Source: an optimization exercise on an open RTL-to-GDS flow (aim: small area, a short achievable clock period and few clock cycles). Production flows keep margins and buffers that such runs may drop.
The RTL was checked by simulation tests, not by an equivalence proof against the original design.
The clock port is modelled as an ideal driver; clocking choices that lean on that would not hold on a real chip.
Power is estimated from default activity; no workload was simulated.

==> flow/design.v (excerpt) <==
module top(
    input clk,
    input rst,
    input [7:0] in_data,
    input in_valid,
    input storage_reset,
    output [11:0] out_data,
    output out_valid,
    output in_rdy,
    output [1:0] err_data,
    output err_valid
);
reg  [7:0]  xq;
reg         vq;
reg         W;          
reg  [24:0] S;
reg  [8:0]  Nb;        
reg  [3:0]  st;         
reg         ov, rdy;
reg  [8:0]  Rd;
reg  [12:0] Rsb;       
reg  [11:0] F;
always @(posedge clk)
    xq <= in_data;
wire [24:0] Sn;
sqacc U1(.s(W ? S : 25'd0), .x(vq ? xq : 8'd0), .sn(Sn));
wire [8:0]  Nbn = (W ? Nb : 9'h1ff) - {8'd0, vq};
wire idle  = (st == 4'd0);
wire rnd   = (st == 4'd13);
wire start = idle & vq & ~in_valid;
wire [3:0] st_next = idle ? {3'd0, start} : (rnd ? 4'd0 : st + 4'd1);
always @(posedge clk or posedge rst) begin
    if (rst) begin
        vq  <= 1'b0;
        W   <= 1'b0;
        st  <= 4'd0;
        ov  <= 1'b0;
        rdy <= 1'b0;
    end else begin
        vq  <= in_valid;
        W   <= ~storage_reset;
        st  <= st_next;
        ov  <= rnd;
        rdy <= ~in_valid & (idle ? ~vq : rnd);    
    end
end
reg [1:0] yb;
always @(*) begin
    case (st)
        4'd1: yb = S[15:14];
        4'd2: yb = S[13:12];
        4'd3: yb = S[11:10];
        4'd4: yb = S[9:8];
        4'd5: yb = S[7:6];
        4'd6: yb = S[5:4];
        4'd7: yb = S[3:2];
        4'd8: yb = S[1:0];
        default: yb = 2'b00;
    endcase
end
wire [8:0]  rd_out;
wire [12:0] nrs_out;
wire        b;
sqrt U0(
    .rd_in  (Rd),
    .yb     (yb),
    .ndiv   (Nb),
    .zero_q (rnd),
  ...
Size: roughly 29 I/O pins.
==> flow/config.mk <==
export PLATFORM = sky130hd
export DESIGN_NAME = top
export DESIGN_NICKNAME = top
export VERILOG_FILES = /design/flow/design.v
export SDC_FILE = /design/flow/constraint.sdc
export NUM_CORES = 4
export LEC_CHECK = 0
export CAP_MARGIN = 20
export CORE_MARGIN = 2
export CORE_UTILIZATION = 40
export SLEW_MARGIN = 20
==> flow/constraint.sdc <==
create_clock -name core_clock -period 100.0 [get_ports {clk}]
set_input_delay 20.0000 -clock core_clock [delete_from_list [all_inputs] [get_ports {clk}]]
set_output_delay 20.0000 -clock core_clock [all_outputs]
set_load 0.01 [all_outputs]
standard.sh (not shown) runs the stock make flow with config.mk's settings and CLKGATE_MAP_FILE= SYNTH_SCRIPT=/design/flow/synth_recipe.tcl, a recipe that flattens the netlist after the stock synthesis.
==> flow/flow/run.sh <==
#!/bin/bash
# The standard layout (the standard.sh) with these changes:
#  1. after the standard synthesis, flow/fa_polarity.py flips full-adder
#     cells (all inputs and outputs complemented, same function) to remove
#     inverters, and flow/remap.tcl re-maps the remaining combinational
#     logic for area with ABC's area mapper (flip-flops and full adders kept).
#     A netlist is used only if Yosys proves it equivalent to the standard
#     netlist (flow/equiv.ys); otherwise the previous one is kept;
#  2. plain buf_1 cells as the port buffers;
#  3. a one-level clock tree built by flow/clock_tree.tcl before CTS
#     (4 clkbuf_16, each driving a quarter of the flip-flops) instead of
#     TritonCTS's H-tree.
# Each tool's output goes to its own log file in this folder.
set -u
export FLOW_CLK_CELL=sky130_fd_sc_hd__clkbuf_16
RES=orfs/results/sky130hd/top/base
bash standard.sh synth > synth.log 2>&1 || exit 1
cp $RES/1_2_yosys.v 1_2_yosys.std.v
use=1_2_yosys.std.v
proven() {  # proven NETLIST LOG
  cp "$1" gate.v
  yosys -l "$2" -q flow/equiv.ys > /dev/null 2>&1 && grep -q "Equivalence successfully proven" "$2"
}
if python3 flow/fa_polarity.py --free-logic 1_2_yosys.std.v 1_2_yosys.fa.v > fa_polarity.log 2>&1 &&
   proven 1_2_yosys.fa.v equiv_fa.log; then
  use=1_2_yosys.fa.v
  if yosys -l remap.log -q -c flow/remap.tcl > /dev/null 2>&1 &&
     proven 1_2_yosys.remap.v equiv_remap.log; then
    use=1_2_yosys.remap.v
  fi
fi
echo "netlist used: $use" > netlist_used.log
if [ "$use" != 1_2_yosys.std.v ]; then
  cp $use $RES/1_2_yosys.v
  rm -f $RES/1_synth.odb $RES/1_synth.sdc
fi
bash standard.sh BUFFER_PORTS_ARGS="-buffer_cell sky130_fd_sc_hd__buf_1" \
  PRE_CTS_TCL="$PWD/flow/clock_tree.tcl" finish > standard.log 2>&1
==> flow/flow/clock_tree.tcl <==
# PRE_CTS hook: a one-level clock tree. The clock port drives four clock
# buffers; each drives one quarter of the flip-flops (split at the median x,
# then each half at its median y), placed at the quarter's centre. TritonCTS
# then finds the clock net already buffered and leaves it alone.
proc my_clock_tree {cell} {
  set block [ord::get_db_block]
  set net [$block findNet clk]
  set pts {}
  foreach it [$net getITerms] {
    set b [[$it getInst] getBBox]
    lappend pts [list $it [expr {([$b xMin]+[$b xMax])/2.0}] [expr {([$b yMin]+[$b yMax])/2.0}]]
  }
  set pts [lsort -real -index 1 $pts]
  set h [expr {[llength $pts] / 2}]
  set groups {}
  foreach half [list [lrange $pts 0 [expr {$h - 1}]] [lrange $pts $h end]] {
    set half [lsort -real -index 2 $half]
    set q [expr {[llength $half] / 2}]
    lappend groups [lrange $half 0 [expr {$q - 1}]] [lrange $half $q end]
  }
  set dbu [$block getDbUnitsPerMicron]
  set k 0
  foreach g $groups {
    set pins {}
    set sx 0; set sy 0
    foreach p $g {
      set it [lindex $p 0]
      lappend pins [get_pins "[[$it getInst] getName]/[[$it getMTerm] getName]"]
      set sx [expr {$sx + [lindex $p 1]}]; set sy [expr {$sy + [lindex $p 2]}]
    }
    set n [llength $g]
    insert_buffer -buffer_cell $cell -net clk -load_pins $pins \
      -location [list [expr {$sx / $n / $dbu}] [expr {$sy / $n / $dbu}]]
    puts "clock buffer $k: $n flip-flops"
    incr k
  }
}
my_clock_tree $::env(FLOW_CLK_CELL)
Other scripts of this flow, unchanged in this note and not shown: flow/flow/equiv.ys, flow/flow/fa_polarity.py, flow/flow/remap.tcl
The baseline finished with timing, DRC and antenna clean.
Testbench counts at the start, summed over its fixed seeds: cycles 9,702.
Edit:
--- a/flow/flow/run.sh
+++ b/flow/flow/run.sh
@@ -9,5 +9,5 @@
 #  2. plain buf_1 cells as the port buffers;
 #  3. a one-level clock tree built by flow/clock_tree.tcl before CTS
-#     (4 clkbuf_16, each driving a quarter of the flip-flops) instead of
+#     (3 clkbuf_16, each driving a third of the flip-flops) instead of
 #     TritonCTS's H-tree.
 # Each tool's output goes to its own log file in this folder.
==> flow/flow/clock_tree.tcl (replaced) <==
# PRE_CTS hook: a one-level clock tree. The clock port drives three clock
# buffers; each drives one third of the flip-flops (cut by x position),
# placed at the centre of its third. TritonCTS then finds the clock net
# already buffered and leaves it alone.
proc my_clock_tree {cell nbuf} {
  set block [ord::get_db_block]
  set net [$block findNet clk]
  set pts {}
  foreach it [$net getITerms] {
    set b [[$it getInst] getBBox]
    lappend pts [list $it [expr {([$b xMin]+[$b xMax])/2.0}] [expr {([$b yMin]+[$b yMax])/2.0}]]
  }
  set pts [lsort -real -index 1 $pts]
  set n [llength $pts]
  set dbu [$block getDbUnitsPerMicron]
  for {set k 0} {$k < $nbuf} {incr k} {
    set g [lrange $pts [expr {$k * $n / $nbuf}] [expr {($k + 1) * $n / $nbuf - 1}]]
    set pins {}
    set sx 0; set sy 0
    foreach p $g {
      set it [lindex $p 0]
      lappend pins [get_pins "[[$it getInst] getName]/[[$it getMTerm] getName]"]
      set sx [expr {$sx + [lindex $p 1]}]; set sy [expr {$sy + [lindex $p 2]}]
    }
    set m [llength $g]
    insert_buffer -buffer_cell $cell -net clk -load_pins $pins \
      -location [list [expr {$sx / $m / $dbu}] [expr {$sy / $m / $dbu}]]
    puts "clock buffer $k: $m flip-flops"
  }
}
my_clock_tree $::env(FLOW_CLK_CELL) 3
Settings changed: CAP_MARGIN 20 to 0, SLEW_MARGIN 20 to 0.
Result: The changed run completed without violations; register-to-register slack improves by 0.03 ns; critical path depth does not change; setup slack gets worse by 0.023 ns; die area is unchanged; core utilization drops by 0.22 points; sequential share of layout area grows by 0.17 points; synthesized cell count stays the same.

* * *

Another version of the RTL of top (not shown whole).
Size: roughly 490 cells after synthesis.
export LEC_CHECK = 0
export CAP_MARGIN = 20
export CORE_MARGIN = 2
export CORE_UTILIZATION = 40
export SLEW_MARGIN = 20
create_clock -name core_clock -period 100.0 [get_ports {clk}]
==> flow/flow/run.sh <==
#!/bin/bash
# The standard layout (the standard.sh) with three changes:
#  1. after the standard synthesis, flow/fa_polarity.py flips full-adder
#     cells (all inputs and outputs complemented, same function) to remove
#     inverters; the result is used only if Yosys proves it equivalent to
#     the standard netlist (flow/fa_equiv.ys);
#  2. plain buf_1 cells as the port buffers;
#  3. a one-level clock tree built by flow/clock_tree.tcl before CTS
#     (4 clkbuf_16, each driving a quarter of the flip-flops) instead of TritonCTS's H-tree.
#  4. flip-flops that drive output ports get drive strength 2.
# Each tool's output goes to its own log file in this folder.
set -u

export FLOW_CLK_CELL=sky130_fd_sc_hd__clkbuf_16
RES=orfs/results/sky130hd/top/base
bash standard.sh synth > synth.log 2>&1 || exit 1
cp $RES/1_2_yosys.v 1_2_yosys.std.v
if python3 flow/fa_polarity.py 1_2_yosys.std.v 1_2_yosys.fa.v > fa_polarity.log 2>&1 &&
   yosys -l fa_equiv.log -q flow/fa_equiv.ys > /dev/null 2>&1 &&
   grep -q "Equivalence successfully proven" fa_equiv.log; then
  echo "using the full-adder polarity netlist" >> fa_polarity.log
  cp 1_2_yosys.fa.v $RES/1_2_yosys.v
  rm -f $RES/1_synth.odb $RES/1_synth.sdc
else
  echo "keeping the standard netlist" >> fa_polarity.log
fi
bash standard.sh BUFFER_PORTS_ARGS="-buffer_cell sky130_fd_sc_hd__buf_1" \
  PRE_CTS_TCL="$PWD/flow/clock_tree.tcl" finish > standard.log 2>&1
==> flow/flow/clock_tree.tcl <==
# PRE_CTS hook.
# 1. Flip-flops that drive an output port (through its port buffer) get the
#    next drive strength (the output stage only; same cell function).
# 2. A one-level clock tree: the clock port drives four clock buffers; each
#    drives one quarter of the flip-flops (split at the median x, then each
#    half at its median y), placed at the quarter's centre. TritonCTS then
#    finds the clock net already buffered and leaves it alone.
proc my_size_output_flops {} {
  set block [ord::get_db_block]
  foreach bt [$block getBTerms] {
    if {[$bt getIoType] ne "OUTPUT"} continue
    foreach it [[$bt getNet] getITerms] {
      if {![$it isOutputSignal]} continue
      set buf [$it getInst]
      set a [$buf findITerm A]
      if {$a eq "NULL" || [$a getNet] eq "NULL"} continue
      foreach d [[$a getNet] getITerms] {
        if {![$d isOutputSignal]} continue
        set ff [$d getInst]
        if {[regexp {^(sky130_fd_sc_hd__df[a-z]+)_1$} [[$ff getMaster] getName] -> base]} {
          replace_cell [$ff getName] ${base}_2
        }
      }
    }
  }
}
proc my_clock_tree {cell} {
  set block [ord::get_db_block]
  set net [$block findNet clk]
  set pts {}
  foreach it [$net getITerms] {
    set b [[$it getInst] getBBox]
    lappend pts [list $it [expr {([$b xMin]+[$b xMax])/2.0}] [expr {([$b yMin]+[$b yMax])/2.0}]]
  }
  set pts [lsort -real -index 1 $pts]
  set h [expr {[llength $pts] / 2}]
  set groups {}
  foreach half [list [lrange $pts 0 [expr {$h - 1}]] [lrange $pts $h end]] {
    set half [lsort -real -index 2 $half]
    set q [expr {[llength $half] / 2}]
    lappend groups [lrange $half 0 [expr {$q - 1}]] [lrange $half $q end]
  }
  set dbu [$block getDbUnitsPerMicron]
  set k 0
  foreach g $groups {
    set pins {}
    set sx 0; set sy 0
    foreach p $g {
      set it [lindex $p 0]
      lappend pins [get_pins "[[$it getInst] getName]/[[$it getMTerm] getName]"]
      set sx [expr {$sx + [lindex $p 1]}]; set sy [expr {$sy + [lindex $p 2]}]
    }
    set n [llength $g]
    insert_buffer -buffer_cell $cell -net clk -load_pins $pins \
      -location [list [expr {$sx / $n / $dbu}] [expr {$sy / $n / $dbu}]]
    puts "clock buffer $k: $n flip-flops"
    incr k
  }
}
my_size_output_flops
my_clock_tree $::env(FLOW_CLK_CELL)
Other scripts of this flow, unchanged in this note and not shown: flow/flow/fa_equiv.ys, flow/flow/fa_polarity.py
The baseline completed with no timing, DRC or antenna violations.
Testbench counts at the start, summed over its fixed seeds: cycles 9,702.
Edit:
--- a/flow/flow/run.sh
+++ b/flow/flow/run.sh
@@ -10 +9,0 @@
-#  4. flip-flops that drive output ports get drive strength 2.
==> flow/flow/clock_tree.tcl (replaced) <==
# PRE_CTS hook: a one-level clock tree. The clock port drives four clock
# buffers; each drives one quarter of the flip-flops (split at the median x,
# then each half at its median y), placed at the quarter's centre. TritonCTS
# then finds the clock net already buffered and leaves it alone.
proc my_clock_tree {cell} {
  set block [ord::get_db_block]
  set net [$block findNet clk]
  set pts {}
  foreach it [$net getITerms] {
    set b [[$it getInst] getBBox]
    lappend pts [list $it [expr {([$b xMin]+[$b xMax])/2.0}] [expr {([$b yMin]+[$b yMax])/2.0}]]
  }
  set pts [lsort -real -index 1 $pts]
  set h [expr {[llength $pts] / 2}]
  set groups {}
  foreach half [list [lrange $pts 0 [expr {$h - 1}]] [lrange $pts $h end]] {
    set half [lsort -real -index 2 $half]
    set q [expr {[llength $half] / 2}]
    lappend groups [lrange $half 0 [expr {$q - 1}]] [lrange $half $q end]
  }
  set dbu [$block getDbUnitsPerMicron]
  set k 0
  foreach g $groups {
    set pins {}
    set sx 0; set sy 0
    foreach p $g {
      set it [lindex $p 0]
      lappend pins [get_pins "[[$it getInst] getName]/[[$it getMTerm] getName]"]
      set sx [expr {$sx + [lindex $p 1]}]; set sy [expr {$sy + [lindex $p 2]}]
    }
    set n [llength $g]
    insert_buffer -buffer_cell $cell -net clk -load_pins $pins \
      -location [list [expr {$sx / $n / $dbu}] [expr {$sy / $n / $dbu}]]
    puts "clock buffer $k: $n flip-flops"
    incr k
  }
}
my_clock_tree $::env(FLOW_CLK_CELL)
- CORE_UTILIZATION: 40 -> 65
=> Cell area came out lower by 1.6%. Routed wire length came out lower by 1.2%. Maximum frequency came out lower by 0.44%. Register-to-register slack gains 310 ps. Utilization came out higher by 27 points. Setup slack loses 92 ps. Clock power is about the same. Synthesized area does not change.

* * *

Another version of the RTL of top (not shown whole).
Size in the first run: roughly 540 cells after synthesis, roughly 29 I/O pins, ~5400 µm² of cells after synthesis.
==> flow/design.v (excerpt) <==
module top(
    input clk,
    input rst,
    input [7:0] in_data,
    input in_valid,
    input storage_reset,
    output [11:0] out_data,
    output out_valid,
    output in_rdy,
    output [1:0] err_data,
    output err_valid
);
export LEC_CHECK = 0
export CAP_MARGIN = 20
export CORE_MARGIN = 2
export CORE_UTILIZATION = 40
export CTS_BUF_LIST = sky130_fd_sc_hd__clkbuf_8
export CTS_CLUSTER_DIAMETER = 200
export CTS_CLUSTER_SIZE = 50
export SLEW_MARGIN = 20
create_clock -name core_clock -period 100.0 [get_ports {clk}]
==> flow/flow/run.sh <==
#!/bin/bash
# Standard layout, with plain buffers (buf_2) on the ports.
bash standard.sh BUFFER_PORTS_ARGS="-buffer_cell sky130_fd_sc_hd__buf_2" finish > standard.log 2>&1
The starting point ran to the end with no violations.
Testbench counts at the start, summed over its fixed seeds: cycles 9,702.
Change:
==> flow/run.sh (new file) <==
#!/bin/bash
# synth_recipe.tcl (not shown) runs the flow's synth.tcl, then flattens the netlist and writes it again
# the make line also repeats each setting of config.mk as NAME=value (left out here)
make -C /OpenROAD-flow-scripts/flow DESIGN_CONFIG=/design/flow/config.mk WORK_HOME=/design/flow/orfs CLKGATE_MAP_FILE= SYNTH_SCRIPT=/design/flow/synth_recipe.tcl finish
- CTS_BUF_LIST: sky130_fd_sc_hd__clkbuf_8 -> not set
- CTS_CLUSTER_DIAMETER: 200 -> not set
- CTS_CLUSTER_SIZE: 50 -> not set
removed: flow/flow/run.sh
removed: flow/standard.sh
After rerunning: Design area went up by 3.4%. Hold slack loses 0.0067 ns. Register-to-register slack hardly moves. Synthesized area does not change. Clock power went up by 24%. Wire length went up by 1.4%. Clock-buffer cell count went up by 1. Sequential share of layout area went down by 1.1 points.

-- separate check: timing with driven ports --
The flow's constraints put no driver on any port. The routed layouts listed below were extracted and timed again, unchanged, in two steps. Step 1 sets driving cells, clkbuf_16 on the clock port and buf_2 on the other inputs (assumed; they add their load-dependent delay and slew). Step 2 moves the port delays by t, midway between the first and last clock arrival at a register: inputs arrive t later, outputs are due t later. That takes back most of the time a late clock gives input paths. a / b / c = ideal ports / drivers / drivers and shift; a / b = the first two.
| run | t (ns) | slack for setup (ns) | worst slew at a driven data input, ns | pins driven straight from the clock port |
|---|---|---|---|---|
| the first run of note 1 | 0.237 | 79.220 / 79.136 / 79.373 | 0.03 | 4 |
| the second run of note 1 | 0.230 | 79.196 / 79.132 / 79.363 | 0.03 | 3 |
| the first run of note 2 | 0.227 | 79.260 / 79.182 / 79.234 | 0.03 | 4 |
| the second run of note 2 | 0.228 | 79.168 / 79.089 / 79.317 | 0.03 | 4 |
| the first run of note 3 | 0.402 | 78.929 / 78.897 / 79.139 | 0.03 | 1 |
| the second run of note 3 | 0.380 | 78.573 / 78.536 / 78.694 | 0.03 | 1 |
After both steps setup and hold are still met in every run listed. For the first run of note 2, which loses most, drivers alone change the setup slack by -0.078 ns; drivers and shift together by -0.026 ns. Setup slack includes reset recovery checks.
